Context: an optimization exercise on an open-source flow, tuned for small area, a short achievable clock period and few clock cycles. The choices shown serve that exercise and are no tape-out recipe. No run shown here included a check of the RTL's function; only the layout flow was run. Power and IR drop assume default switching activity.

==> flow/design.v <==
module MCPU_Alu(in1, in2, imm, mem, s_and, s_or, s_xor, s_add, s_sh, s_right, s_mov, s_load, s_short, out);
input [15:0] in1, in2, mem;
input [7:0] imm;
input s_and, s_or, s_xor, s_add, s_sh, s_right, s_mov, s_load, s_short;
output [15:0] out;
function [15:0] rev16(input [15:0] x);
  integer k;
  for (k = 0; k < 16; k = k + 1) rev16[k] = x[15-k];
endfunction
wire        big = |in2[15:4];
wire [15:0] sin = s_right ? rev16(in1) : in1;
wire [15:0] sl  = sin << in2[3:0];
wire [15:0] sh  = s_right ? rev16(sl) : sl;
wire [15:0] sum = in1 + in2;
wire        s_shv = s_sh & ~big;
assign out = ({16{s_and}}   & (in1 & in2))
           | ({16{s_or}}    & (in1 | in2))
           | ({16{s_xor}}   & (in1 ^ in2))
           | ({16{s_add}}   & sum)
           | ({16{s_shv}}   & sh)
           | ({16{s_mov}}   & in1)
           | ({16{s_load}}  & mem)
           | ({16{s_short}} & {8'd0, imm});
endmodule
module MCPU_Registerfile(clk, sel1, sel2, we, rd, wd, rd1, rd2);
input clk;
input [15:0] sel1, sel2;    
input we;
input [3:0] rd;
input [15:0] wd;
output reg [15:0] rd1, rd2;
reg [255:0] R;
integer k;
always @(*) begin
  rd1 = 16'd0;
  rd2 = 16'd0;
  for (k = 0; k < 16; k = k + 1) begin
    rd1 = rd1 | ({16{sel1[k]}} & R[16*k +: 16]);
    rd2 = rd2 | ({16{sel2[k]}} & R[16*k +: 16]);
  end
end
genvar i;
generate
  for (i = 0; i < 16; i = i + 1) begin : g_reg
    always @(posedge clk)
      if (we && rd == i) R[16*i +: 16] <= wd;
  end
endgenerate
endmodule
module MCPU(clk, reset, imem_addr, imem_rdata, dmem_addr, dmem_we, dmem_wdata, dmem_rdata);
input clk;
input reset;
output [7:0]  imem_addr;
input  [15:0] imem_rdata;
output [7:0]  dmem_addr;
output        dmem_we;
output [15:0] dmem_wdata;
input  [15:0] dmem_rdata;
localparam [3:0] OP_AND = 0, OP_OR = 1, OP_XOR = 2, OP_ADD = 3, OP_LSL = 4,
                 OP_RSL = 5, OP_MOV = 6, OP_LOAD = 7, OP_STORE = 8,
                 OP_SHORT = 9, OP_BNZ = 10;
reg  [7:0] pc;
assign imem_addr = pc;
wire [3:0] f_op  = imem_rdata[15:12];
wire       f_ra  = (f_op == OP_STORE) | (f_op == OP_BNZ);
reg        d_v;        
reg [15:0] d_ins;
reg [15:0] d_sel1;     
reg [15:0] d_sel2;     
reg [7:0]  d_pc;
wire [3:0] d_op  = d_ins[15:12];
wire [3:0] d_a   = d_ins[11:8];
wire [7:0] d_imm = d_ins[7:0];
reg        e_wr;       
reg        e_store, e_bnz;
reg [3:0]  e_rd;
reg [15:0] e_op1, e_op2;
reg [7:0]  e_imm;
reg [7:0]  e_pc;
reg        e_and, e_or, e_xor, e_add, e_sh, e_right, e_mov, e_load, e_short;
wire [15:0] res;
wire [15:0] r1, r2;
MCPU_Registerfile rf(.clk(clk), .sel1(d_sel1), .sel2(d_sel2), .we(e_wr), .rd(e_rd), .wd(res), .rd1(r1), .rd2(r2));
MCPU_Alu alu(.in1(e_op1), .in2(e_op2), .imm(e_imm), .mem(dmem_rdata),
             .s_and(e_and), .s_or(e_or), .s_xor(e_xor), .s_add(e_add), .s_sh(e_sh),
             .s_right(e_right), .s_mov(e_mov), .s_load(e_load), .s_short(e_short), .out(res));
assign dmem_addr  = e_imm;
assign dmem_we    = e_store;
assign dmem_wdata = e_op1;
wire mispredict = e_bnz & ~(|e_op1);                         
wire smc        = e_store & ((e_imm == d_pc) | (e_imm == pc));  
wire squash     = mispredict | smc;
wire fwd1 = e_wr & d_sel1[e_rd];
wire fwd2 = e_wr & d_sel2[e_rd];
wire d_live = d_v & ~squash;
always @(posedge clk or posedge reset) begin
  if (reset) begin
    pc      <= 8'd0;
    d_v     <= 1'b0;
    e_wr    <= 1'b0;
    e_store <= 1'b0;
    e_bnz   <= 1'b0;
  end else begin
    if (mispredict)             pc <= e_pc + 8'd1;
    else if (smc)               pc <= d_pc;
    else if (f_op == OP_BNZ)    pc <= imem_rdata[7:0];
    else                        pc <= pc + 8'd1;
    d_v     <= ~squash;
    e_wr    <= d_live & ((d_op <= OP_LOAD) | (d_op == OP_SHORT));
    e_store <= d_live & (d_op == OP_STORE);
    e_bnz   <= d_live & (d_op == OP_BNZ);
  end
end
always @(posedge clk) begin
  d_ins   <= imem_rdata;
  d_sel1  <= 16'd1 << (f_ra ? imem_rdata[11:8] : imem_rdata[7:4]);
  d_sel2  <= 16'd1 << imem_rdata[3:0];
  d_pc    <= pc;
  e_rd    <= d_a;
  e_op1   <= fwd1 ? res : r1;
  e_op2   <= fwd2 ? res : r2;
  e_imm   <= d_imm;
  e_pc    <= d_pc;
  e_and   <= (d_op == OP_AND);
  e_or    <= (d_op == OP_OR);
  e_xor   <= (d_op == OP_XOR);
  e_add   <= (d_op == OP_ADD);
  e_sh    <= (d_op == OP_LSL) | (d_op == OP_RSL);
  e_right <= (d_op == OP_RSL);
  e_mov   <= (d_op == OP_MOV);
  e_load  <= (d_op == OP_LOAD);
  e_short <= (d_op == OP_SHORT);
end
endmodule
==> flow/run.sh <==
#!/bin/bash
# synth_recipe.tcl (not shown) runs the flow's synth.tcl, then flattens the netlist and writes it again
# the make line also repeats each setting of config.mk as NAME=value (left out here)
make -C /OpenROAD-flow-scripts/flow DESIGN_CONFIG=/design/flow/config.mk WORK_HOME=/design/flow/orfs CLKGATE_MAP_FILE= SYNTH_SCRIPT=/design/flow/synth_recipe.tcl finish
==> flow/config.mk <==
export PLATFORM = sky130hd
export DESIGN_NAME = MCPU
export DESIGN_NICKNAME = MCPU
export VERILOG_FILES = /design/flow/design.v
export SDC_FILE = /design/flow/constraint.sdc
export NUM_CORES = 4
export LEC_CHECK = 0
export CAP_MARGIN = 20
export CORE_MARGIN = 2
export CORE_UTILIZATION = 60
export SETUP_SLACK_MARGIN = 2.8
export SLEW_MARGIN = 20
==> flow/constraint.sdc <==
create_clock -name core_clock -period 5.5 [get_ports {clk}]
set_input_delay 1.1000 -clock core_clock [delete_from_list [all_inputs] [get_ports {clk}]]
set_output_delay 1.1000 -clock core_clock [all_outputs]
set_load 0.01 [all_outputs]
==> summary.txt, run 1 <==
GRT
  – Total GRT Usage: 39.7%
  – Met1 global-route usage: about 52%
  – GR Util met3: a little over a tenth
  – Initial antenna violation count: 2
  – Largest net degree at the start of global routing: 31
  – Vias in the first global route: around 14000
  – Gr busiest metal: met2
  – Met2 GRT Util: approximately 60%
  – First-pass GRT wire length: 90.3 mm
  – Gr ovfl total: 0

Detailed routing
  – Average wire per standard cell: 31.8 um
  – DR iter-0 viols: 2298
  – WL final: 64.1 mm
  – DR vias: roughly 15000
  – Vias per std cell: ~7.4
  – Residual DRC: 0
  – DRT Pass-1 Iters: 6
  – Post-DRT Antenna Nets: 0

Synthesis
  – FF+latch count, synth: around 390
  – Yosys cell types: 68
  – Post-synthesis sequential area ratio: around 57%
  – Synthesized area per cell: between 10 and 15 sq um
  – Gate Count Post-Synth: between 1500 and 2000
  – Post-synthesis net count: 1581
  – Number of synthesized flops with an enable pin: 256
  – Post-synth ARST share: 3.12%
  – Synth Warn #: 3
  – Primary FF master, synth: edfxtp_1
  – Area of the mapped netlist: between 15000 and 20000 sq um

Cells and area
  – Fraction of layout cells with a size suffix above 1: slightly below 20%
  – Fin nets: ~1700
  – FILL cells: ~2100
  – Most frequent cells in the layout: edfxtp_1 (256), a22oi_1 (161), dfxtp_1 (79)
  – Filler-free cell count of the finished design: 2018
  – Commonest non-fill, non-tap cell in the layout: edfxtp_1
  – Area grow syn2layout: 18.2%

Clock tree
  – Clock buffer count from CTS: 39
  – Root Driver: clkbuf_16
  – Clock buffer depth: 3
  – CTS tree: built
  – Clock transition at path regs: approximately 0.070 ns
  – Worst skew pair latency: ~0.55 ns
  – CTS H-tree lvls: 2
  – CTS sink cnt: ~390

STA
  – Unrepaired setup endpoints after global routing: true
  – Slew at the pin with the worst max-slew slack: around 0.94 ns
  – Fin crit period: approximately 2.7 ns
  – Final period util: 49.4%
  – Fin. Hold Viols: 0
  – Max-slew violations: 0
  – Max-Slew Margin vs Limit: 37.1%
  – Fin Setup TNS: 0 ns
  – Final setup viols: 0
  – Maximum clock rate: ~370 MHz
  – Skew final: ~0.035 ns

Floorplan
  – Total core area: 29600 sq um
  – Starting Density: a little over 60%
  – Die Y: ~180 um
  – Die X: 177 um
  – Boundary Pins: 67
  – Rows: 63
  – Total die area: between 30000 and 40000 sq um

Run
  – Max_cap viols: 0

Outcome
  – Status: complete, no violations

Setup path
  – CP Data Required Time: between 5 and 6 ns
  – Slowest stage cell, crit path: mux4_2
  – Worst setup EP type: flop
  – CP max stage delay: 0.53 ns
  – WS Path Type: reg -> reg
  – Worst-path cell chain: buf_12, mux4_2, a22o_1, a31oi_1, o211ai_1, buf_4, a21oi_2, buf_6, nand3_2
  – Startpoint types: flop
  – Worst path arrival time: just under 3 ns
  – CP max FO: 15

Placement
  – HPWL Detailed: around 38 mm
  – Placed instance count: 1900
  – Port buffer count: between 60 and 70
  – RePlAce Congestion: about 0.94

Pwr
  – Pleak: about 7.5 nW
  – VDD IR max: ~0.00033 V
  – Power Dens Cells: ~370 nW/um^2

Worst hold path
  – Hold WC Path Type: reg -> reg
[final timing paths]
check                      startpoint        end  slack [ns]  depth (start not counted)
setup / recovery              e_right  rf.R[111]        2.78                          9
max in group asynchronous       reset      pc[1]        4.17                          2
setup reg to reg              e_right  rf.R[111]        2.78                          9
min in group asynchronous       reset      pc[2]        0.92                          2
hold / removal               d_ins[1]   e_imm[1]        0.31                          0
hold reg to reg              d_ins[1]   e_imm[1]        0.31                          0
[sequential cells by signal, indices dropped and copies added (netlist names), 4 cells and up]
| signal | cells |
|---|---|
| rf.R | 256 |
| d_ins | 16 |
| d_sel1 | 16 |
| d_sel2 | 16 |
| e_op1 | 16 |
| e_op2 | 16 |
| d_pc | 8 |
| e_imm | 8 |
| e_pc | 8 |
| pc | 8 |
| e_rd | 4 |
[area by class of cell]
type	instances	area (sq um)	share of cell area [%]
inverters	55	221	1.04
multi-input cells	962	7420	34.9
clock buffers	49	1030	4.86
diodes	1	2.50	0.0118
clock inverters	23	203	0.953
repair buffers	153	1460	6.86
flip-flops and latches	385	10400	49.1
well taps	390	488	2.30
[layer usage]
layer | wire length (um) | part of all wire, % | vias up
li1 | - | - | 6156
met1 | 23100 | 36 | 7120
met2 | 27800 | 43 | 1392
met3 | 9130 | 14 | 342
met4 | 4060 | 6.3 | 4
met5 | 33 | 0.051 | -
[per-stage QoR]
stage / util, % / total power (W) / hold WS, ns / setup slack [ns] / instance area [sq um]
6_report: 71.9 / 0.00789 / 0.314 / 2.78 / 21300
5_1_grt: 71.9 / 0.00813 / 0.311 / 2.75 / 21300
4_1_cts: 70.3 / 0.00772 / 0.317 / 2.80 / 20800
3_5_place_dp: 64.6 / 0.00511 / 0.312 / 1.64 / 19100
3_3_place_gp: 64.6 / 0.00510 / 0.311 / 1.73 / 19100
2_1_floorplan: - / 0.00453 / 0.310 / 2.81 / 18000
[synth_stat cells, types with 6 or more instances]
master | n | area (sq um)
a211oi_1 | 7 | 52.6
a21o_1 | 6 | 45.0
a21oi_1 | 36 | 180
a221oi_1 | 60 | 526
a222oi_1 | 9 | 90.1
a22o_1 | 61 | 534
a22oi_1 | 161 | 1210
a31oi_1 | 28 | 175
and2_1 | 6 | 37.5
buf_2 | 9 | 45.0
clkbuf_1 | 95 | 357
dfrtp_1 | 12 | 300
dfxtp_1 | 117 | 2340
edfxtp_1 | 256 | 7690
ha_1 | 34 | 425
inv_1 | 55 | 206
mux2_2 | 15 | 169
mux2i_1 | 30 | 300
mux4_2 | 20 | 450
nand2_1 | 76 | 285
nand2b_1 | 19 | 119
nand3_1 | 68 | 340
nand4_1 | 24 | 150
nor2_1 | 70 | 263
nor2b_1 | 7 | 43.8
nor3_1 | 52 | 260
nor4_1 | 8 | 50.1
o211ai_1 | 8 | 60.1
o21ai_0 | 37 | 185
xnor2_1 | 29 | 254
[where the power goes]
group	switching, W	leakage (nW)	internal [W]
combinational	0.000938	3.38	0.000745
clock	0.00111	0.606	0.00144
sequential	0.000303	3.49	0.00335
[logic make-up after synthesis]
logic type	share of synthesized area [%]
AOI/OAI and AO/OA	19.5
DFF	57.4
and+or+nand+nor	9.73
buffers and inverters	3.74
muxes	5.51
adders and majority gates	2.48
xor gates and xnor gates	1.66
[worst max-delay path: cells and delay by family, from the launching register on]
kind / cells / cell delay, ns
AND/OR/NAND/NOR: 1 / 0.15
buffers and inverters: 3 / 0.51
flip-flops: 1 / 0.41
AO/OA/AOI/OAI: 4 / 0.78
multiplexers: 1 / 0.53
[timing repair]
item / CTS / global route
pin swaps: 12 / 15
hold endpoints to repair: 0 / 0
cloned: 0 / 6
endpoints found under the setup margin: 322 / 281
setup buffers: 15 / 24
hold buffers: 0 / 0
resized for setup: 104 / 43
==> run 2: changes to the inputs <==
--- a/flow/config.mk
+++ b/flow/config.mk
@@ -9,4 +9,4 @@
 export CORE_MARGIN = 2
 export CORE_UTILIZATION = 60
-export SETUP_SLACK_MARGIN = 2.8
+export SETUP_SLACK_MARGIN = 3.2
 export SLEW_MARGIN = 20
==> summary.txt, run 2 <==
Detailed routing
  – Met1 Wirelength: ~24 mm
  – Vias per std cell: between 7 and 8
  – Metal2 WL: around 30 mm
  – WL final: slightly above 70 mm
  – Average wire per standard cell: between 30 and 40 um
  – Residual DRC: 0
  – DR iter-0 viols: roughly 3100
  – Post-DRT Antenna Nets: 0
  – DRT Pass-1 Iters: 8
  – Top routing layer used: met5
  – Met3 Wirelength: roughly 11 mm
  – DR vias: roughly 16000

Clock tree
  – Worst skew pair latency: around 0.56 ns
  – Root Driver: clkbuf_16
  – CTS H-tree lvls: 2
  – Hold_buf cts: 0
  – Clock buffer depth: 3
  – CTS sink cnt: just under 400
  – Clock buffer count from CTS: 39
  – CTS tree: built
  – Clock transition at path regs: about 0.070 ns

STA
  – Max-Slew Margin vs Limit: around a third
  – Fin. Hold Viols: 0
  – Slew at the pin with the worst max-slew slack: between 0.9 and 1 ns
  – Maximum clock rate: roughly 380 MHz
  – Unrepaired setup endpoints after global routing: true
  – Fin crit period: ~2.6 ns
  – Fin Setup TNS: 0 ns
  – Skew final: between 0.03 and 0.04 ns
  – Final period util: between 40% and 50%
  – Max-slew violations: 0
  – Final setup viols: 0

Synthesis
  – Primary FF master, synth: edfxtp_1
  – Count leader, synth: edfxtp_1
  – Main combinational cell family by area after synthesis: compound AO/OA/AOI/OAI gates
  – Post-synthesis sequential area ratio: between 50% and 60%
  – FF+latch count, synth: slightly below 400
  – Gate Count Post-Synth: 1512
  – Number of synthesized flops with an enable pin: between 200 and 300
  – Leading area contributor after synthesis: edfxtp_1
  – Synth Warn #: 3
  – Largest cells by area after synthesis: edfxtp_1 (43%), dfxtp_1 (13%), a22oi_1 (6.7%), a22o_1 (3.0%), a221oi_1 (2.9%)
  – Mux contribution to synthesized area: ~5.5%
  – XOR/XNOR Fraction of Synth Area: between 1.5 and 2%
  – Simple-gate share of the synthesized area: 9.73%
  – Post-synth ARST share: just over 3%
  – Adder-Cell Fraction of Synth Area: 2.48%
  – Area of the mapped netlist: about 18000 sq um
  – Synthesized area per cell: ~12 sq um
  – Yosys cell types: 68
  – Synth top area share: between 40% and 50%
  – Post-synthesis net count: between 1500 and 2000
  – Compound-Gate Fraction of Synth Area: roughly a fifth
  – Post-synth top cells: edfxtp_1 (256), a22oi_1 (161), dfxtp_1 (117)

Floorplan
  – Die Y: ~180 um
  – Die X: 177 um
  – Total core area: slightly below 30000 sq um
  – Starting Density: between 60% and 70%
  – Boundary Pins: between 60 and 70
  – Rows: 63
  – Total die area: roughly 31000 sq um

Setup path
  – WS Path Type: reg -> reg
  – Crit-path most repeated cell: buf_6
  – Reg2reg start: e_right
  – Worst path arrival time: about 3.0 ns
  – Worst-path cell chain: buf_6, buf_12, clkinvlp_4, buf_4, nand3_1, and2_1, a221o_1, a211oi_2, buf_6, buf_6, a21oi_4
  – Worst setup EP type: flop
  – CP Data Required Time: 5.89 ns
  – Flop2flop setup slack: approximately 2.9 ns
  – Reg2reg end: e_op2[12]
  – CP max FO: 11
  – Startpoint types: flop
  – Reg2reg path depth: 11
  – Slowest stage cell, crit path: dfxtp_4
  – CP max stage delay: 0.39 ns

Pwr
  – VDD IR max: between 0.0003 and 0.0004 V
  – Power Dens Cells: ~370 nW/um^2
  – Pleak: 8.50 nW
  – Pwr Total: 0.00877 W

Cells and area
  – Most frequent cells in the layout: edfxtp_1 (256), a22oi_1 (161), buf_4 (137)
  – Commonest non-fill, non-tap cell in the layout: edfxtp_1
  – Biggest register: rf.R
  – FILL cells: about 1700
  – Filler-free cell count of the finished design: about 2100
  – Area grow syn2layout: 31.1%
  – Layout Utilization: 79.8%
  – Antenna Diode Count: 0
  – Fin nets: about 1800
  – Max FFs per register: between 200 and 300
  – Fraction of layout cells with a size suffix above 1: between 30% and 40%

Worst hold path
  – Hold path depth: 0
  – Hold WC Path Type: reg -> reg
  – Hold Startpoint: d_ins[7]
  – Hold endpoint: e_imm[7]

GRT
  – Gr ovfl total: 0
  – First-pass GRT wire length: 98.5 mm
  – Largest net degree at the start of global routing: 32
  – Initial antenna violation count: 2
  – Total GRT Usage: between 40% and 50%
  – Vias in the first global route: 15100

Placement
  – HPWL Detailed: between 30 and 40 mm
  – Placed instance count: between 1500 and 2000
  – Port buffer count: between 60 and 70
  – RePlAce Congestion: 0.968

Outcome
  – Status: complete, no violations

Run
  – Max_cap viols: 0
run 2: cell counts after synthesis:
Identical to the previous run, type by type.
run 2: worst max path at each step:
stage | start | end | slack [ns] | cells past startpoint
global placement | imem_rdata[14] | pc[1] | 1.74 | 6
CTS | e_op2[1] | rf.R[157] | 2.94 | 8
global route | e_right | e_op2[12] | 2.81 | 11
finish | e_right | e_op2[12] | 2.88 | 11
floorplan | imem_rdata[14] | pc[1] | 2.90 | 6
detailed placement | imem_rdata[14] | pc[1] | 1.64 | 6
run 2: power breakdown:
group          internal [W]  switching [W]  total (W)
Clock               0.00163        0.00113    0.00277
Combinational       0.00107        0.00136    0.00243
Sequential          0.00335       0.000216    0.00357
Total               0.00606        0.00271    0.00877
run 2: layout make-up:
| type | instances | area [sq um] | area share, % |
|---|---|---|---|
| repair buffers | 269 | 2550 | 10.8 |
| inverters | 55 | 260 | 1.10 |
| clock inverters | 18 | 193 | 0.817 |
| repair inverters | 2 | 22.5 | 0.0955 |
| clock buffers | 54 | 1170 | 4.94 |
| multi-input cells | 967 | 8460 | 35.9 |
| flip-flops and latches | 385 | 10500 | 44.3 |
| well taps | 390 | 488 | 2.07 |
run 2: timing repair:
item,in CTS,in global routing
pin swaps,42,51
gates resized for setup,271,156
cloned,4,8
setup buffers,110,40
setup endpoints to repair,386,334
run 2: worst max-delay path: cells and delay by family (launching register included):
kind                   cells  cell delay [ns]
buffers and inverters      6             0.93
DFF                        1             0.39
AOI/OAI and AO/OA          3             0.61
and+or+nand+nor            2             0.53
run 2: layer usage:
layer / vias to the layer above / global-route usage [%]
met2: 1660 / 65.9
met1: 7648 / 56.3
met5: - / 1.28
met4: 6 / 25.7
met3: 448 / 12.0
li1: 6416 / -
run 2: logic make-up after synthesis:
| kind of cell | count (synthesis) |
|---|---|
| AOI/OAI and AO/OA | 464 |
| DFF | 385 |
| and+or+nand+nor | 357 |
| buffers and inverters | 167 |
| muxes | 70 |
| adders and majority gates | 35 |
| xor gates and xnor gates | 34 |
run 2: per-stage QoR:
stage	hold slack (ns)	setup slack, ns	cell area, sq um
floorplan	0.310	2.90	18200
global placement	0.310	1.74	19300
detailed placement	0.312	1.64	19300
CTS	0.321	2.94	22500
global route	0.329	2.81	23600
finish	0.325	2.88	23600
==> run 3: changes to the inputs <==
--- a/flow/design.v
+++ b/flow/design.v
@@ -79,7 +79,10 @@
 reg [7:0]  e_pc;
 reg        e_and, e_or, e_xor, e_add, e_sh, e_right, e_mov, e_load, e_short;
+reg        w_wr;
+reg [3:0]  w_rd;
+reg [15:0] w_res;
 wire [15:0] res;
 wire [15:0] r1, r2;
-MCPU_Registerfile rf(.clk(clk), .sel1(d_sel1), .sel2(d_sel2), .we(e_wr), .rd(e_rd), .wd(res), .rd1(r1), .rd2(r2));
+MCPU_Registerfile rf(.clk(clk), .sel1(d_sel1), .sel2(d_sel2), .we(w_wr), .rd(w_rd), .wd(w_res), .rd1(r1), .rd2(r2));
 MCPU_Alu alu(.in1(e_op1), .in2(e_op2), .imm(e_imm), .mem(dmem_rdata),
              .s_and(e_and), .s_or(e_or), .s_xor(e_xor), .s_add(e_add), .s_sh(e_sh),
@@ -93,5 +96,11 @@
 wire fwd1 = e_wr & d_sel1[e_rd];
 wire fwd2 = e_wr & d_sel2[e_rd];
+wire fww1 = w_wr & d_sel1[w_rd];
+wire fww2 = w_wr & d_sel2[w_rd];
+wire [15:0] q1 = fww1 ? w_res : r1;
+wire [15:0] q2 = fww2 ? w_res : r2;
 wire d_live = d_v & ~squash;
+wire       f_bnz  = (f_op == OP_BNZ);
+wire [7:0] pc_seq = mispredict ? e_pc + 8'd1 : smc ? d_pc : pc + 8'd1;
 always @(posedge clk or posedge reset) begin
   if (reset) begin
@@ -101,13 +110,12 @@
     e_store <= 1'b0;
     e_bnz   <= 1'b0;
+    w_wr    <= 1'b0;
   end else begin
-    if (mispredict)             pc <= e_pc + 8'd1;
-    else if (smc)               pc <= d_pc;
-    else if (f_op == OP_BNZ)    pc <= imem_rdata[7:0];
-    else                        pc <= pc + 8'd1;
+    pc      <= (f_bnz & ~squash) ? imem_rdata[7:0] : pc_seq;
     d_v     <= ~squash;
     e_wr    <= d_live & ((d_op <= OP_LOAD) | (d_op == OP_SHORT));
     e_store <= d_live & (d_op == OP_STORE);
     e_bnz   <= d_live & (d_op == OP_BNZ);
+    w_wr    <= e_wr;
   end
 end
@@ -118,6 +126,8 @@
   d_pc    <= pc;
   e_rd    <= d_a;
-  e_op1   <= fwd1 ? res : r1;
-  e_op2   <= fwd2 ? res : r2;
+  e_op1   <= fwd1 ? res : q1;
+  e_op2   <= fwd2 ? res : q2;
+  w_rd    <= e_rd;
+  w_res   <= res;
   e_imm   <= d_imm;
   e_pc    <= d_pc;
--- a/flow/config.mk
+++ b/flow/config.mk
@@ -9,4 +9,4 @@
 export CORE_MARGIN = 2
 export CORE_UTILIZATION = 60
-export SETUP_SLACK_MARGIN = 3.2
+export SETUP_SLACK_MARGIN = 3.0
 export SLEW_MARGIN = 20
==> summary.txt, run 3 <==
GRT
  – Largest net degree at the start of global routing: 23
  – Initial antenna violation count: 1
  – Vias in the first global route: approximately 15000
  – Gr ovfl total: 0
  – First-pass GRT wire length: about 95 mm
  – Total GRT Usage: a little under 40%

Clock tree
  – CTS H-tree lvls: 2
  – Clock transition at path regs: roughly 0.06 ns
  – Root Driver: clkbuf_16
  – Hold_buf cts: 0
  – Worst skew pair latency: 0.56 ns
  – Clock buffer depth: 3
  – CTS sink cnt: ~410
  – Clock buffer count from CTS: 43
  – CTS tree: built

STA
  – Fin Setup TNS: 0 ns
  – Slew at the pin with the worst max-slew slack: 0.890 ns
  – Max-slew violations: 0
  – Setup WS post-layout: 2.89 ns
  – Skew final: around 0.014 ns
  – Fin. Hold Viols: 0
  – Final setup viols: 0
  – Final period util: 47.5%
  – Unrepaired setup endpoints after global routing: true
  – Maximum clock rate: approximately 380 MHz
  – Fin crit period: between 2 and 3 ns
  – Max-Slew Margin vs Limit: between 40% and 50%

Floorplan
  – Die Y: between 150 and 200 um
  – Total die area: around 33000 sq um
  – Die X: ~180 um
  – Rows: 65
  – Total core area: 31300 sq um
  – Starting Density: approximately 60%
  – Boundary Pins: 67

Placement
  – RePlAce Congestion: roughly 0.97
  – Area after DPL: between 20000 and 25000 sq um
  – HPWL Detailed: 39.9 mm
  – Pre-CTS setup slack: between 1.5 and 2 ns
  – Port buffer count: 66

Cells and area
  – Most frequent cells in the layout: edfxtp_1 (256), a22o_1 (125), a221oi_1 (125)
  – Area grow syn2layout: 16.4%
  – FILL cells: 2212
  – Layout Utilization: between 70% and 80%
  – Fraction of layout cells with a size suffix above 1: between 10% and 20%
  – Biggest register: rf.R
  – Commonest non-fill, non-tap cell in the layout: edfxtp_1
  – Fin area: roughly 22000 sq um
  – Fin nets: 1700
  – Antenna Diode Count: 0
  – Max FFs per register: around 260

Detailed routing
  – DR iter-0 viols: roughly 2800
  – Post-DRT Antenna Nets: 0
  – Average wire per standard cell: 31.8 um
  – WL final: between 60 and 70 mm
  – Residual DRC: 0
  – Vias per std cell: 7.45
  – DRT Pass-1 Iters: 6
  – DR vias: 15400

Setup path
  – Worst setup EP type: flop
  – Worst path arrival time: slightly above 3 ns
  – CP max FO: 5
  – WS Path Type: reg -> reg
  – Crit. path cell count: 7
  – Crit-path most repeated cell: mux4_2
  – Critical path buffers and inverters: 1
  – CP Data Required Time: between 5 and 6 ns
  – CP max stage delay: ~0.54 ns
  – Reg2reg path depth: 7
  – Worst-path cell chain: buf_12, mux4_2, mux4_2, a22oi_2, mux2i_1, a221o_1, o21a_1
  – Slowest stage cell, crit path: mux4_2
  – CP delay by family, top: multiplexers
  – Startpoint types: flop

Worst hold path
  – Hold path depth: 0
  – Hold WC Path Type: reg -> reg

Synthesis
  – Synth Warn #: 3
  – Primary FF master, synth: edfxtp_1
  – Post-synthesis net count: 1618
  – Synth top area share: 40.6%
  – Post-synth top cells: edfxtp_1 (256), dfxtp_1 (137), a221oi_1 (128)
  – FF+latch count, synth: around 400
  – Leading area contributor after synthesis: edfxtp_1
  – Post-synth ARST share: ~3.2%
  – Number of synthesized flops with an enable pin: 256
  – Largest cells by area after synthesis: edfxtp_1 (41%), dfxtp_1 (14%), a221oi_1 (5.9%), a22o_1 (5.8%), mux4_2 (2.4%)
  – Count leader, synth: edfxtp_1
  – Gate Count Post-Synth: around 1500
  – Synthesized area per cell: between 10 and 15 sq um
  – Post-synthesis sequential area ratio: a little under three fifths
  – Yosys cell types: between 70 and 80
  – Area of the mapped netlist: ~19000 sq um

Run
  – Max_cap viols: 0

Pwr
  – Pleak: 7.98 nW
  – Power Dens Cells: 384 nW/um^2
  – Pwr Total: 0.00845 W
  – VDD IR max: approximately 0.00032 V

Outcome
  – Status: complete, no violations
[run 3: changes by cell type in the layout (fill, tap and decap cells not counted), moves of 15 or more]
cell           previous run  this run
dfxtp_1                  82        97
nand3_1                  65        28
mux2i_1                  20        36
nor2_1                   52        84
nand4_1                  24        41
dlygate4sd2_1             9        33
a22o_1                   59       125
a221oi_1                 57       125
buf_4                   137        71
a22oi_1                 161        35
mux2_2                    4        23
ha_1                     16        33
buf_6                    44         3
[run 3: metal layers]
metal	vias to the layer above	global-route usage [%]	wire [um]
met3	262	10.8	9560
met4	0	19.6	3460
met1	7413	55.4	24700
li1	6385	-	-
met2	1343	57.0	28100
met5	-	0	0
[run 3: power breakdown]
part           switching (W)  internal, W
clock network        0.00120      0.00156
logic               0.000950     0.000777
registers           0.000410      0.00355
total                0.00256      0.00589
[run 3: final cells by class]
type | count | area, sq um | area share, %
sequential | 406 | 10900 | 49.5
multi-input combinational | 978 | 7730 | 35.1
clock inverter | 25 | 173 | 0.784
inverter | 54 | 216 | 0.983
tap | 402 | 503 | 2.28
clock buffer | 54 | 1170 | 5.31
timing repair buffer | 148 | 1340 | 6.08
[run 3: cells by family (layout without fill, tap and decap cells)]
group	Yosys count	in the layout	synth area share, %
buffers and inverters	165	281	3.43
adder cells (fa/ha/maj)	35	35	2.35
XOR/XNOR	34	34	1.57
AND/OR/NAND/NOR	337	337	8.63
multiplexers	87	87	6.61
AO/OA/AOI/OAI	485	485	20.6
flip-flops	406	406	56.9
[run 3: final timing paths]
check | start | end | slack [ns]
worst min register to register | d_ins[11] | e_rd[3] | 0.32
worst max register to register | e_op2[0] | e_op2[4] | 2.89
worst max-delay path | e_op2[0] | e_op2[4] | 2.89
min in group asynchronous | reset | e_bnz | 0.90
max in group asynchronous | reset | pc[4] | 4.20
worst min-delay path | d_ins[11] | e_rd[3] | 0.32
[run 3: per-stage QoR]
stage	hold slack, ns	instances
final	0.322	2067
after global placement	0.310	1950
after global routing	0.326	2067
after detailed placement	0.312	1951
after floorplan	0.310	1549
after CTS	0.323	2058
[run 3: what timing repair did]
action,4_1_cts,5_1_grt
pin swaps,7,10
cloned,1,2
setup buffers,27,7
endpoints found under the setup margin,139,31
gates resized for setup,136,22
==> run 4: changes to the inputs <==
--- a/flow/config.mk
+++ b/flow/config.mk
@@ -9,4 +9,4 @@
 export CORE_MARGIN = 2
 export CORE_UTILIZATION = 60
-export SETUP_SLACK_MARGIN = 3.0
+export SETUP_SLACK_MARGIN = 2.6
 export SLEW_MARGIN = 20
==> summary.txt, run 4 <==
Synthesis
  – Post-synth top cells: edfxtp_1 (256), dfxtp_1 (137), a221oi_1 (128)
  – Post-synthesis sequential area ratio: 56.9%
  – FF+latch count, synth: roughly 410
  – Largest cells by area after synthesis: edfxtp_1 (41%), dfxtp_1 (14%), a221oi_1 (5.9%), a22o_1 (5.8%), mux4_2 (2.4%)
  – Post-synth ARST share: 3.20%
  – Yosys cell types: 74
  – Synth top area share: 40.6%
  – Primary FF master, synth: edfxtp_1
  – Number of synthesized flops with an enable pin: ~260
  – XOR/XNOR Fraction of Synth Area: 1.57%
  – Simple-gate share of the synthesized area: under 10%
  – Main combinational cell family by area after synthesis: compound AO/OA/AOI/OAI gates
  – Compound-Gate Fraction of Synth Area: approximately 21%
  – Post-synthesis net count: about 1600
  – Gate Count Post-Synth: approximately 1500
  – Mux contribution to synthesized area: between 6 and 7%
  – Synthesized area per cell: 12.2 sq um
  – Synth Warn #: 3
  – Leading area contributor after synthesis: edfxtp_1
  – Count leader, synth: edfxtp_1
  – Adder-Cell Fraction of Synth Area: around 2.4%
  – Area of the mapped netlist: 18900 sq um

Worst hold path
  – Hold WC Path Type: reg -> reg
  – Hold Startpoint: d_ins[4]

Setup path
  – Worst path arrival time: around 1.8 ns
  – Critical Path Source: e_op1[9]
  – CP delay by family, top: buffers and inverters
  – Reg2reg start: d_sel2[6]
  – CP Data Required Time: 4.40 ns
  – CP max FO: 9
  – Worst-path cell chain: clkdlybuf4s50_1
  – Critical path buffers and inverters: 1
  – WS Path Type: reg -> out
  – Slowest stage cell, crit path: clkdlybuf4s50_1
  – CP max stage delay: 0.62 ns
  – Startpoint types: flop
  – Worst setup EP type: output port

Run
  – Max_cap viols: 0

STA
  – Fin Setup TNS: 0 ns
  – Slew at the pin with the worst max-slew slack: between 1 and 1.5 ns
  – Skew final: approximately 0.030 ns
  – Unrepaired setup endpoints after global routing: false
  – Max-Slew Margin vs Limit: around a tenth
  – Final setup viols: 0
  – Fin. Hold Viols: 0
  – Fin crit period: roughly 2.9 ns
  – Final period util: about 52%
  – Max-slew violations: 0
  – Maximum clock rate: ~350 MHz

Detailed routing
  – Post-DRT Antenna Nets: 0
  – DR vias: roughly 15000
  – Met1 Wirelength: roughly 25 mm
  – Residual DRC: 0
  – Vias per std cell: roughly 7.5
  – Metal2 WL: 28.3 mm
  – WL final: roughly 66 mm
  – DR iter-0 viols: ~2700
  – Average wire per standard cell: 32.3 um
  – Top routing layer used: met4
  – Met3 Wirelength: 8.60 mm
  – DRT Pass-1 Iters: 7

Clock tree
  – Hold_buf cts: 0
  – Clock buffer count from CTS: 42
  – Clock transition at path regs: 0.06 ns
  – Clock buffer depth: 3
  – Root Driver: clkbuf_16
  – CTS tree: built
  – Worst skew pair latency: 0.57 ns
  – CTS H-tree lvls: 2
  – CTS sink cnt: just over 400

Placement
  – Port buffer count: 66
  – Placed instance count: approximately 2000
  – Area after DPL: 20100 sq um
  – RePlAce Congestion: roughly 0.97
  – HPWL Detailed: just over 40 mm

Pwr
  – Net Sw Frac: ~30%
  – Switching pwr: roughly 0.0025 W
  – Flop pwr share: a little under half
  – Clock power share: 33.8%
  – Pleak: 7.70 nW
  – Power Dens Cells: 390 nW/um^2
  – Pwr Total: between 0.008 and 0.009 W
  – Gate power share: a little under a fifth
  – Internal power: roughly 0.0059 W
  – VDD IR max: 0.000414 V

Cells and area
  – Fin area: 21500 sq um
  – Most frequent cells in the layout: edfxtp_1 (256), a221oi_1 (128), a22o_1 (125)
  – Fraction of layout cells with a size suffix above 1: between 10% and 20%
  – Biggest register: rf.R
  – Commonest non-fill, non-tap cell in the layout: edfxtp_1
  – Antenna Diode Count: 0
  – Fin nets: around 1700
  – Max FFs per register: about 260
  – Filler-free cell count of the finished design: slightly above 2000
  – Area grow syn2layout: 13.8%

GRT
  – Largest net degree at the start of global routing: 23
  – First-pass GRT wire length: ~95 mm
  – Initial antenna violation count: 0
  – Gr ovfl total: 0
  – Vias in the first global route: around 15000
  – Total GRT Usage: 39.3%

Floorplan
  – Starting Density: between 60% and 70%
  – Total core area: between 30000 and 40000 sq um
  – Die X: roughly 180 um
  – Total die area: 33000 sq um
  – Die Y: between 150 and 200 um
  – Rows: 65
  – Boundary Pins: 67

Outcome
  – Status: complete, no violations
run 4: cell types whose count changed in the layout (fill, tap and decap cells not counted), sizes merged:
cell and delta:
clkinv -3, clkbuf -7, buf -30, bufbuf -1, bufinv +2, dlygate4sd2 -33, clkinvlp +7, inv -1
clkdlybuf4s50 +33
run 4: kinds of logic (layout without fill, tap and decap cells):
kind of cell	Yosys count	after routing
adders and majority gates	35	35
AOI/OAI and AO/OA	485	485
muxes	87	87
xor gates and xnor gates	34	34
DFF	406	406
and+or+nand+nor	337	337
buffers and inverters	165	248
run 4: final cells by class:
cell class / instances / area, sq um
clock inverter: 30 / 278
inverter: 54 / 210
clock buffer: 48 / 1120
multi-input combinational: 978 / 7590
sequential: 406 / 10800
tap: 402 / 503
timing repair buffer: 116 / 1050
fill: 2242 / 9780
run 4: path summary, 6_finish.rpt:
| path | endpoint | slack (ns) | cells past startpoint |
|---|---|---|---|
| min reg2reg | e_imm[4] | 0.32 | 0 |
| max | dmem_wdata[9] | 2.63 | 1 |
| min in group asynchronous | pc[2] | 0.90 | 2 |
| max in group asynchronous | e_store | 4.20 | 2 |
| max reg2reg | e_op2[3] | 2.69 | 7 |
| min | e_imm[4] | 0.32 | 0 |
run 4: layer usage:
layer  vias to the layer above  global-route usage [%]
met5                         -                       0
li1                       6318                       -
met3                       285                    9.15
met2                      1222                    58.3
met4                         0                    19.0
met1                      7398                    54.9
run 4: what timing repair did:
action                     in CTS  in global routing
gates resized for setup        12                 12
setup buffers                   0                  2
cloned                          0                  0
setup endpoints to repair      49                 44
run 4: power by group through the flow:
stage / sequential, W / clock [W] / combinational, W
finish: 0.00398 / 0.00284 / 0.00159
global route: 0.00400 / 0.00298 / 0.00170
CTS: 0.00396 / 0.00286 / 0.00155
detailed placement: 0.00402 / 0 / 0.00154
global placement: 0.00401 / 0 / 0.00152
floorplan: 0.00383 / 0 / 0.00107
run 4: metrics by stage:
| step | util, % | hold slack (ns) | setup slack [ns] |
|---|---|---|---|
| final | 68.8 | 0.322 | 2.63 |
| after global routing | 68.8 | 0.323 | 2.61 |
| after CTS | 68.6 | 0.327 | 2.60 |
| after detailed placement | 64.1 | 0.312 | 2.17 |
| after global placement | 64.0 | 0.310 | 2.20 |
| after floorplan | - | 0.310 | 2.74 |
==> run 5: changes to the inputs <==
--- a/flow/config.mk
+++ b/flow/config.mk
@@ -9,4 +9,4 @@
 export CORE_MARGIN = 2
 export CORE_UTILIZATION = 60
-export SETUP_SLACK_MARGIN = 2.6
+export SETUP_SLACK_MARGIN = 3.2
 export SLEW_MARGIN = 20
==> summary.txt, run 5 <==
Outcome
  – Status: complete, no violations

Detailed routing
  – Post-DRT Antenna Nets: 0
  – Average wire per standard cell: 32.0 um
  – Residual DRC: 0
  – DR iter-0 viols: 2749
  – DRT Pass-1 Iters: 8
  – Vias per std cell: between 7 and 8
  – WL final: around 70 mm
  – DR vias: 16000

Clock tree
  – Root Driver: clkbuf_16
  – Clock transition at path regs: roughly 0.06 ns
  – Hold_buf cts: 0
  – CTS tree: built
  – CTS H-tree lvls: 2
  – Clock buffer depth: 3
  – Worst skew pair latency: approximately 0.56 ns
  – Clock buffer count from CTS: 41
  – CTS sink cnt: 406

Placement
  – Port buffer count: 66
  – Pre-CTS setup slack: about 2 ns
  – HPWL Detailed: ~40 mm
  – RePlAce Congestion: about 0.96

Floorplan
  – Boundary Pins: 67
  – Die Y: roughly 180 um
  – Die X: between 150 and 200 um
  – Rows: 65
  – Total die area: approximately 33000 sq um
  – Total core area: approximately 31000 sq um
  – Starting Density: between 60% and 70%

Pwr
  – Switching pwr: around 0.0027 W
  – Net Sw Frac: 30.3%
  – VDD IR max: 0.000384 V
  – Gate power share: 23.5%
  – Power Dens Cells: between 300 and 400 nW/um^2
  – Pleak: 8.45 nW
  – Flop pwr share: between 40% and 50%
  – Internal power: ~0.0062 W
  – Clock power share: between 30% and 40%

Synthesis
  – Largest cells by area after synthesis: edfxtp_1 (41%), dfxtp_1 (14%), a221oi_1 (5.9%), a22o_1 (5.8%), mux4_2 (2.4%)
  – Synth top area share: between 40% and 50%
  – Post-synth ARST share: between 3 and 4%
  – Post-synthesis sequential area ratio: between 50 and 60%
  – Post-synth top cells: edfxtp_1 (256), dfxtp_1 (137), a221oi_1 (128)
  – FF+latch count, synth: 406
  – Synthesized area per cell: about 12 sq um
  – Count leader, synth: edfxtp_1
  – Synth Warn #: 3
  – Number of synthesized flops with an enable pin: 256
  – Yosys cell types: 74
  – Gate Count Post-Synth: 1549
  – Leading area contributor after synthesis: edfxtp_1
  – Primary FF master, synth: edfxtp_1
  – Post-synthesis net count: about 1600
  – Area of the mapped netlist: about 19000 sq um

Cells and area
  – FILL cells: about 2100
  – Fraction of layout cells with a size suffix above 1: about a quarter
  – Fin nets: 1774
  – Commonest non-fill, non-tap cell in the layout: edfxtp_1
  – Layout Utilization: about 74%
  – Area grow syn2layout: 21.9%
  – Area occupied by multi-input gates: ~8000 sq um
  – Seq. cell area: 10900 sq um
  – Biggest register: rf.R
  – Max FFs per register: approximately 260
  – Most frequent cells in the layout: edfxtp_1 (256), a221oi_1 (126), a22o_1 (125)

Setup path
  – CP max FO: 5
  – Reg2reg path depth: 7
  – WS Path Type: reg -> reg
  – Worst path arrival time: approximately 3.0 ns
  – Startpoint types: flop
  – Worst setup EP type: flop
  – Flop2flop setup slack: 2.91 ns
  – CP Data Required Time: between 5 and 6 ns

STA
  – Fin crit period: 2.59 ns
  – Fin. Hold Viols: 0
  – Max-Slew Margin vs Limit: roughly two fifths
  – Final setup viols: 0
  – Unrepaired setup endpoints after global routing: true
  – Final period util: 47.1%
  – Setup WS post-layout: around 2.9 ns
  – Maximum clock rate: 386 MHz
  – Max-slew violations: 0
  – Skew final: around 0.022 ns
  – Fin Setup TNS: 0 ns
  – Slew at the pin with the worst max-slew slack: 0.880 ns

GRT
  – Vias in the first global route: ~15000
  – Initial antenna violation count: 1
  – Largest net degree at the start of global routing: 23
  – Total GRT Usage: 41.1%
  – First-pass GRT wire length: ~99 mm
  – Gr ovfl total: 0

Run
  – Max_cap viols: 0

Worst hold path
  – Hold path depth: 0
  – Hold WC Path Type: reg -> reg
-- run 5: changes by cell type in the layout (fill, tap and decap cells not counted), sizes merged, moves of 6 or more --
cell and delta:
inv +6, clkinv -11, clkdlybuf4s15 +9, clkdlybuf4s50 -33, clkbuf +17, buf +125, clkinvlp -9
-- run 5: timing repair --
| action | CTS | global route |
|---|---|---|
| setup buffers | 79 | 27 |
| hold endpoints to repair | 0 | 0 |
| endpoints found under the setup margin | 224 | 102 |
| pin swaps | 28 | 30 |
| cloned | 2 | 0 |
| resized for setup | 244 | 85 |
-- run 5: worst paths after layout --
| path | from | end |
|---|---|---|
| setup / recovery | e_op2[0] | e_op2[4] |
| hold / removal | d_ins[5] | e_imm[5] |
| setup reg to reg | e_op2[0] | e_op2[4] |
| hold reg to reg | d_ins[5] | e_imm[5] |
| max in group asynchronous | reset | e_store |
| min in group asynchronous | reset | pc[2] |
-- run 5: power by group through the flow --
stage | sequential, W | clock, W | combinational [W]
final | 0.00390 | 0.00290 | 0.00209
after CTS | 0.00389 | 0.00291 | 0.00184
after floorplan | 0.00383 | 0 | 0.00108
after global placement | 0.00401 | 0 | 0.00152
after detailed placement | 0.00402 | 0 | 0.00154
after global routing | 0.00392 | 0.00302 | 0.00220
-- run 5: kinds of logic after synthesis --
family | Yosys count | synth area share (%)
flops | 406 | 56.9
simple gates | 337 | 8.63
compound gates | 485 | 20.6
fa+ha+maj | 35 | 2.35
mux | 87 | 6.61
xor+xnor | 34 | 1.57
buf+inv | 165 | 3.43
-- run 5: layout make-up --
class	count	area share [%]
antenna	1	0.0108
inverter	54	0.965
clock inverter	17	0.949
sequential	406	47.2
tap	402	2.18
multi-input combinational	978	34.7
timing repair buffer	224	8.82
clock buffer	59	5.14
-- run 5: through the flow --
step / power (W) / cells / hold slack, ns / instance area [sq um]
after global placement: 0.00553 / 1956 / 0.310 / 20100
final: 0.00889 / 2141 / 0.325 / 23100
after global routing: 0.00914 / 2140 / 0.329 / 23100
after detailed placement: 0.00556 / 1956 / 0.312 / 20100
after CTS: 0.00864 / 2113 / 0.324 / 22500
after floorplan: 0.00491 / 1549 / 0.310 / 19000
-- run 5: critical path: stages, from the launching register on --
cell and delay (ns):
dfxtp_4 0.37, buf_12 0.13, mux4_2 0.53, mux4_2 0.49, a22oi_2 0.21, mux2i_1 0.13, a221o_1 0.41, o21a_1 0.21
-- run 5: routing by layer --
metal | track usage, % | part of all wire (%) | vias up | routed length (um)
met1 | 56.8 | 37 | 7661 | 25500
met5 | 0 | 0 | - | 0
met2 | 58.7 | 42 | 1413 | 28500
met3 | 12.1 | 15 | 367 | 10000
li1 | - | - | 6533 | -
met4 | 22.3 | 6.6 | 0 | 4550
==> run 6: changes to the inputs <==
--- a/flow/config.mk
+++ b/flow/config.mk
@@ -9,4 +9,5 @@
 export CORE_MARGIN = 2
 export CORE_UTILIZATION = 60
-export SETUP_SLACK_MARGIN = 3.2
+export CTS_BUF_LIST = sky130_fd_sc_hd__clkbuf_4 sky130_fd_sc_hd__clkbuf_8
+export SETUP_SLACK_MARGIN = 3.0
 export SLEW_MARGIN = 20
==> summary.txt, run 6 <==
Outcome
  – Status: complete, no violations

Setup path
  – Critical Path Source: e_op2[0]
  – CP max FO: 6
  – Worst path arrival time: around 3 ns
  – Worst setup EP type: flop
  – Startpoint types: flop
  – CP Data Required Time: 5.98 ns
  – WS Path Type: reg -> reg
  – Reg2reg start: e_op2[0]

Detailed routing
  – Vias per std cell: roughly 7.4
  – WL final: around 66 mm
  – DRT Pass-1 Iters: 7
  – Average wire per standard cell: 31.2 um
  – Post-DRT Antenna Nets: 0
  – DR iter-0 viols: about 2800
  – DR vias: roughly 16000
  – Residual DRC: 0

Floorplan
  – Die X: between 150 and 200 um
  – Die Y: 182 um
  – Total die area: between 30000 and 40000 sq um
  – Boundary Pins: between 60 and 70
  – Starting Density: between 60% and 70%
  – Rows: 65
  – Total core area: about 31000 sq um

Cells and area
  – Max FFs per register: between 200 and 300
  – Most frequent cells in the layout: edfxtp_1 (256), a221oi_1 (126), a22o_1 (125)
  – Area grow syn2layout: 17.1%
  – Commonest non-fill, non-tap cell in the layout: edfxtp_1
  – Fraction of layout cells with a size suffix above 1: roughly a fifth
  – Fin nets: approximately 1700
  – Biggest register: rf.R

Pwr
  – Clock power share: between 30% and 40%
  – Net Sw Frac: between 30% and 40%
  – Flop pwr share: a little under half
  – VDD IR max: ~0.0003 V
  – Power Dens Cells: ~380 nW/um^2
  – Gate power share: 20.9%
  – Pleak: between 8 and 9 nW
  – Internal power: around 0.0059 W
  – Switching pwr: 0.00256 W

Synthesis
  – Yosys cell types: 74
  – Leading area contributor after synthesis: edfxtp_1
  – Number of synthesized flops with an enable pin: 256
  – Synthesized area per cell: 12.2 sq um
  – Count leader, synth: edfxtp_1
  – Post-synthesis net count: ~1600
  – Synth Warn #: 3
  – Area of the mapped netlist: about 19000 sq um
  – Post-synth top cells: edfxtp_1 (256), dfxtp_1 (137), a221oi_1 (128)
  – Primary FF master, synth: edfxtp_1
  – FF+latch count, synth: 406
  – XOR/XNOR Fraction of Synth Area: between 1.5 and 2%
  – Mux contribution to synthesized area: roughly 6.6%
  – Adder-Cell Fraction of Synth Area: 2.35%
  – Largest cells by area after synthesis: edfxtp_1 (41%), dfxtp_1 (14%), a221oi_1 (5.9%), a22o_1 (5.8%), mux4_2 (2.4%)
  – Gate Count Post-Synth: about 1500
  – Synth top area share: 40.6%
  – Main combinational cell family by area after synthesis: compound AO/OA/AOI/OAI gates
  – Post-synthesis sequential area ratio: between 50% and 60%
  – Simple-gate share of the synthesized area: 8.63%
  – Compound-Gate Fraction of Synth Area: between 20% and 30%
  – Post-synth ARST share: 3.20%

Clock tree
  – Worst skew pair latency: between 0.5 and 0.6 ns
  – Root Driver: clkbuf_8
  – Clock buffer depth: 3
  – CTS sink cnt: 406
  – CTS tree: built
  – Clock transition at path regs: ~0.070 ns
  – CTS H-tree lvls: 3
  – Clock buffer count from CTS: 67

STA
  – Fin Setup TNS: 0 ns
  – Fin crit period: roughly 2.6 ns
  – Unrepaired setup endpoints after global routing: true
  – Final period util: 46.9%
  – Maximum clock rate: roughly 390 MHz
  – Slew at the pin with the worst max-slew slack: slightly above 0.8 ns
  – Max-Slew Margin vs Limit: between 40 and 50%
  – Skew final: 0.0197 ns
  – Final setup viols: 0
  – Fin. Hold Viols: 0
  – Max-slew violations: 0
  – Worst hold slack: 0.325 ns

GRT
  – Gr ovfl total: 0
  – Vias in the first global route: around 15000
  – Largest net degree at the start of global routing: 23
  – Total GRT Usage: 39.7%
  – First-pass GRT wire length: between 90 and 100 mm
  – Initial antenna violation count: 3

Worst hold path
  – Hold WC Path Type: reg -> reg
  – Hold Startpoint: d_ins[3]

Placement
  – Port buffer count: 66
  – RePlAce Congestion: 0.970
  – HPWL Detailed: around 40 mm

Run
  – Max_cap viols: 0
-- run 6: timing repair --
action | in CTS | in global routing
pin swaps | 8 | 23
buffers inserted | 28 | 14
gates resized for setup | 140 | 39
hold buffers | 0 | 0
endpoints found under the setup margin | 119 | 28
gates cloned | 1 | 1
-- run 6: layout make-up --
| type | instances | area (sq um) |
|---|---|---|
| Antenna cell | 1 | 2.50 |
| Multi-Input combinational cell | 978 | 7790 |
| Sequential cell | 406 | 10900 |
| Timing Repair Buffer | 155 | 1370 |
| Clock inverter | 19 | 148 |
| Inverter | 54 | 214 |
| Fill cell | 2190 | 9160 |
| Clock buffer | 97 | 1230 |
| Tap cell | 402 | 503 |
-- run 6: cells by family after synthesis --
logic type,Yosys count
muxes,87
and+or+nand+nor,337
AOI/OAI and AO/OA,485
xor gates and xnor gates,34
DFF,406
adders and majority gates,35
buffers and inverters,165
-- run 6: final timing paths --
| kind | end | cells past startpoint | slack [ns] |
|---|---|---|---|
| setup reg to reg | e_op1[8] | 10 | 2.92 |
| hold reg to reg | e_imm[3] | 0 | 0.32 |
| setup / recovery | e_op1[8] | 10 | 2.92 |
| hold / removal | e_imm[3] | 0 | 0.32 |
| max in group asynchronous | e_store | 2 | 4.23 |
| min in group asynchronous | pc[0] | 2 | 0.87 |
-- run 6: power groups by stage --
stage | sequential [W] | combinational, W | clock (W)
5_1_grt | 0.00398 | 0.00189 | 0.00287
3_3_place_gp | 0.00401 | 0.00152 | 0
3_5_place_dp | 0.00401 | 0.00154 | 0
4_1_cts | 0.00394 | 0.00165 | 0.00273
2_1_floorplan | 0.00383 | 0.00107 | 0
6_report | 0.00396 | 0.00177 | 0.00271
-- run 6: stage by stage --
step | worst slack [ns] | power [W] | util [%] | area, sq um | instances
after floorplan | 3.02 | 0.00490 | - | 18900 | 1549
after global placement | 1.87 | 0.00553 | 64.0 | 20000 | 1950
after detailed placement | 1.67 | 0.00555 | 64.1 | 20100 | 1951
after CTS | 2.90 | 0.00832 | 69.9 | 21900 | 2096
after global routing | 2.87 | 0.00873 | 70.7 | 22100 | 2111
final | 2.92 | 0.00845 | 70.7 | 22100 | 2112
-- run 6: critical path: stages (launching register included) --
cell and delay, ns:
dfxtp_4 0.35, buf_12 0.13, buf_8 0.13, ha_4 0.17, fa_2 0.42, a21oi_4 0.16
o211a_1 0.21, a21oi_2 0.09, xor2_1 0.17, a221o_1 0.42, o21a_1 0.20
-- run 6: metal layers --
metal,GRT usage (%),part of all wire (%),vias to the layer above
met5,0,0.020,-
met4,19.3,5.4,2
met3,11.9,14,278
met2,57.6,43,1389
met1,54.7,38,7528
li1,-,-,6456

## re-timing with driven ports
The flow's constraints put no driver on any port. The routed layouts listed below were extracted and timed again, unchanged, in two steps.
Step 1: set_driving_cell puts a clkbuf_16 on clk and a buf_2 on each other input, an assumption about the parent block.
Step 2 adds t to the input delays and takes it off the output delays; t is the mean of the earliest and latest rising clock arrival at the registers after step 1. Input paths then give back, and output paths get back, about the clock's delay inside the block.
Slacks: no drivers / after step 1 / after step 2; pairs: no drivers / after step 1.
| run | t (ns) | setup slack, ns | worst hold slack (ns) | worst setup path at the end | cell pins on the clock port's net |
|---|---|---|---|---|---|
| run 1 | 0.587 | 2.781 / 2.758 / 2.369 | 0.314 / 0.314 / 0.314 | input to register | 1 |
| run 2 | 0.589 | 2.883 / 2.883 / 2.526 | 0.325 / 0.325 / 0.325 | input to register | 1 |
| run 3 | 0.607 | 2.890 / 2.890 / 2.503 | 0.322 / 0.322 / 0.322 | input to register | 1 |
| run 4 | 0.613 | 2.631 / 2.573 / 2.325 | 0.322 / 0.322 / 0.322 | input to register | 1 |
| run 5 | 0.612 | 2.912 / 2.912 / 2.589 | 0.325 / 0.325 / 0.325 | input to register | 1 |
| run 6 | 0.633 | 2.918 / 2.918 / 2.549 | 0.325 / 0.325 / 0.325 | input to register | 1 |
After both steps setup and hold are still met in every run listed. The setup slack of run 1, which loses most, moves by -0.023 ns with the drivers and by -0.412 ns with both steps.
